Source: an optimization exercise on an open RTL-to-GDS flow (aim: small area and a short achievable clock period). Production flows keep margins and buffers that such runs may drop.
At most, simulation tests tie the RTL to the original design; equivalence was not proved.
No activity file was given, so power comes from the tool's default toggle rates.

## CPU
module CPU(
input [15:0]i_datain,
input [15:0]d_datain,
input clock,
input reset,
input enable,
input start,
output [7:0]i_addr,
output [7:0]d_addr,
output [15:0]d_dataout,
output d_we
);
Size: roughly 15000 sq um of cells after synthesis.
clock: 3.8 ns
lec_check: 0
cap_margin: 20
core_margin: 2
core_utilization: 40
setup_slack_margin: 1.0
slew_margin: 20
run.sh (not shown) runs the stock make flow with config.mk's settings and CLKGATE_MAP_FILE= SYNTH_SCRIPT=/design/flow/synth_recipe.tcl, a recipe that flattens the netlist after the stock synthesis.
Next try:
--- a/flow/design.v
+++ b/flow/design.v
@@ -110,37 +110,37 @@
         ex_rd <= id_f[10:8];
         ex_a <= d_a;
         ex_b <= d_b;
         ex_cin <= d_addc ? cf : d_subc ? ~cf : d_sub;
         ex_sd <= ry[7:0];
     end
 wire [15:0] a = ex_a;
 wire [15:0] b = ex_b;
-reg  [15:0] gg, gp, tg, tp;
+wire [15:0] g = a & b;
+wire [15:0] t = a | b;
+reg  [15:0] gg, gt, tg, tt;
 integer lv, j;
 always @(*) begin
-    gg = a & b;
-    gp = a ^ b;
+    gg = g;
+    gt = t;
     for (lv = 0; lv < 4; lv = lv + 1) begin
         tg = gg;
-        tp = gp;
+        tt = gt;
         for (j = 0; j < 16; j = j + 1)
-            if (j & (1 << lv)) begin
-                gg[j] = tg[j] | (tp[j] & tg[((j >> lv) << lv) - 1]);
-                gp[j] = tp[j] & tp[((j >> lv) << lv) - 1];
+            if (j >= (1 << lv)) begin
+                gg[j] = tg[j] | (tt[j] & tg[j - (1 << lv)]);
+                gt[j] = tt[j] & tt[j - (1 << lv)];
             end
     end
 end
-wire [15:0] p0 = a ^ b;
-wire [15:0] sum = p0 ^ ({gg[14:0], 1'b0} ^ ({gp[14:0], 1'b1} & {16{ex_cin}}));
-wire        cout = gg[15] | (gp[15] & ex_cin);
-wire [15:0] p = a ^ b;
-wire [15:0] o = a | b;
-wire        z = &(~(p ^ {o[14:0], ex_cin}));
+wire [15:0] c    = {gg[14:0], 1'b0} | ({gt[14:0], 1'b1} & {16{ex_cin}});
+wire [15:0] sum  = (t ^ c) ^ g;
+wire        cout = gg[15] | (gt[15] & ex_cin);
+wire        z = &(~((t ^ {t[14:0], ex_cin}) ^ g));
 reg t3, t2, t1;
 always @(*) begin
     case (ex_op)
         5'b01101: {t3, t2, t1} = 3'b100;    
         5'b01110: {t3, t2, t1} = 3'b111;    
         5'b01111: {t3, t2, t1} = 3'b011;    
         default:  {t3, t2, t1} = 3'b101;    
     endcase
Effect: Worst hold slack gets worse by 0.25 ns. Sequential share of layout area is higher by 1.5 points. Sequential cell count is unchanged. Total power barely changes. Count of clock-buffer cells in the layout is higher by 2.
No run of this note included a check of the RTL's function; only the layout flow was run.

========
== run 1 ==
Another version of the RTL of CPU (not shown whole).
Size in the first run: about 1200 cells after synthesis, ~290 flip-flops, ~69 I/O pins, roughly 14000 um2 of cells after synthesis.
Settings: LEC_CHECK=0, CAP_MARGIN=20, CORE_MARGIN=2, CORE_UTILIZATION=40, CTS_CLUSTER_DIAMETER=80, CTS_CLUSTER_SIZE=20, SETUP_SLACK_MARGIN=1.5, SLEW_MARGIN=20; clock period 3.8 ns.
standard.sh (not shown) runs the stock make flow with config.mk's settings and CLKGATE_MAP_FILE= SYNTH_SCRIPT=/design/flow/synth_recipe.tcl, a recipe that flattens the netlist after the stock synthesis.
==> flow/flow/run.sh <==
#!/bin/bash
# The standard flow (standard.sh), with one change: the buffers that the
# placement step puts on every input and output port are buf_1 cells
# instead of the cell buffer_ports picks by default.
set -euo pipefail
bash standard.sh synth > synth.log 2>&1
bash standard.sh "BUFFER_PORTS_ARGS=-buffer_cell sky130_fd_sc_hd__buf_1" finish > layout.log 2>&1
Modified inputs, run 2 compared to run 1
--- a/flow/design.v
+++ b/flow/design.v
@@ -18,13 +18,12 @@
 reg  [10:0] id_f;           
 reg  [7:0] id_sa, id_sb;    
 reg  [4:0] ex_op;           
 reg  [2:0] ex_rd;
 reg  [15:0] ex_g, ex_t;    
 reg        ex_cin;
-reg        ex_lo_lg, ex_hi_lg, ex_shl, ex_shr;    
 reg  [7:0] ex_sd;           
 reg  [15:0] m_c;
 reg  [7:0] m_sd;
 reg        m_we, m_take, m_wen, m_halt;    
 reg        m_load;
 reg  [2:0] m_rd;
@@ -117,16 +116,12 @@
 always @(posedge clock)
     if (run) begin
         ex_rd <= id_f[10:8];
         ex_g <= d_a & d_b;
         ex_t <= d_a | d_b;
         ex_cin <= d_addc ? cf : d_subc ? ~cf : d_sub;
-        ex_lo_lg  <= d_logic | d_jump;
-        ex_hi_lg  <= d_logic | d_store;
-        ex_shl <= d_shl;
-        ex_shr <= d_shift & ~d_shl;
         ex_sd <= d_store ? ry[7:0] : d_shift ? {4'd1 << id_f[3:2], 4'd1 << id_f[1:0]}
                : {7'd0, d_addc & cf & (&ry)};
     end
 wire [15:0] g = ex_g;
 wire [15:0] t = ex_t;
 reg  [15:0] gg, gt, tg, tt;
@@ -161,12 +156,17 @@
                 | (sh1[23:8] & {16{am_hi[2]}}) | (sh1[27:12] & {16{am_hi[3]}});
 reg  [15:0] yr;
 always @(*)
     for (k = 0; k < 16; k = k + 1)
         yr[k] = y[15-k];
 wire e_store = (ex_op == 5'b00011);
+wire e_logic  = (ex_op[4:2] == 3'b011);
+wire ex_shl   = (ex_op[4:1] == 4'b0010);
+wire ex_shr   = (ex_op[4:1] == 4'b0011);
+wire ex_lo_lg = e_logic | (ex_op == 5'b11000);
+wire ex_hi_lg = e_logic | e_store;
 wire ex_lo_sum = ~(ex_lo_lg | ex_shl | ex_shr);
 wire ex_hi_sum = ~(ex_hi_lg | ex_shl | ex_shr);
 wire [7:0] res_lo = (lg[7:0] & {8{ex_lo_lg}}) | (yr[7:0] & {8{ex_shl}})
                   | (y[7:0] & {8{ex_shr}}) | (sum[7:0] & {8{ex_lo_sum}});
 wire [7:0] res_hi = (lg[15:8] & {8{ex_hi_lg}}) | (yr[15:8] & {8{ex_shl}})
                   | (y[15:8] & {8{ex_shr}}) | (sum[15:8] & {8{ex_hi_sum}});
--- outcome ---
- In run 2 the arrival time of data at the critical path endpoint turned out 0.03 ns lower than in run 1.
- For number of design-rule violations left by the first detailed-router iteration, dividing the value from run 1 by the value from run 2 gives 0.947.
- Run 2 vs run 1 on path length in cells of the critical path: run 2 is the higher one.
- | area added between synthesis and finish | run 2 vs run 1 | 1.5 points higher |
- Sort run 2 and run 1 by register fraction of the total cell area asc -> top: run 2
For run 2, only the layout was checked, not whether the RTL still works.

==> afterwards: timing with drivers on the ports <==
The results above use ideal ports. As a check the final layouts listed here were re-extracted and re-timed, cells and wires unchanged. Step 1 sets driving cells, clkbuf_16 on the clock port and buf_2 on the other inputs (assumed; they add their load-dependent delay and slew). Step 2 times the ports against the registers' clock, not the clock port: input delays grow and output delays shrink by t, the midpoint of the rising clock arrivals with the driver on. a / b / c = ideal ports / drivers / drivers and shift; a / b = the first two.
run | t, ns | slack for setup (ns) | worst setup path at the end | worst register clock-pin slew, ns | worst data-port slew with drivers (ns)
the first run of note 1 | 0.598 | 1.045 / 1.045 / 1.045 | register to register | 0.07 / 0.07 | 0.04
the second run of note 1 | 0.627 | 0.963 / 0.963 / 0.963 | register to register | 0.07 / 0.07 | 0.04
run 1 | 0.575 | 1.497 / 1.497 / 1.207 | input to register | 0.09 / 0.09 | 0.04
run 2 | 0.588 | 1.480 / 1.480 / 1.331 | input to register | 0.09 / 0.09 | 0.05
After both steps setup and hold are still met in every run listed. For run 1, which loses most, drivers alone change the setup slack by 0.000 ns; drivers and shift together by -0.290 ns.
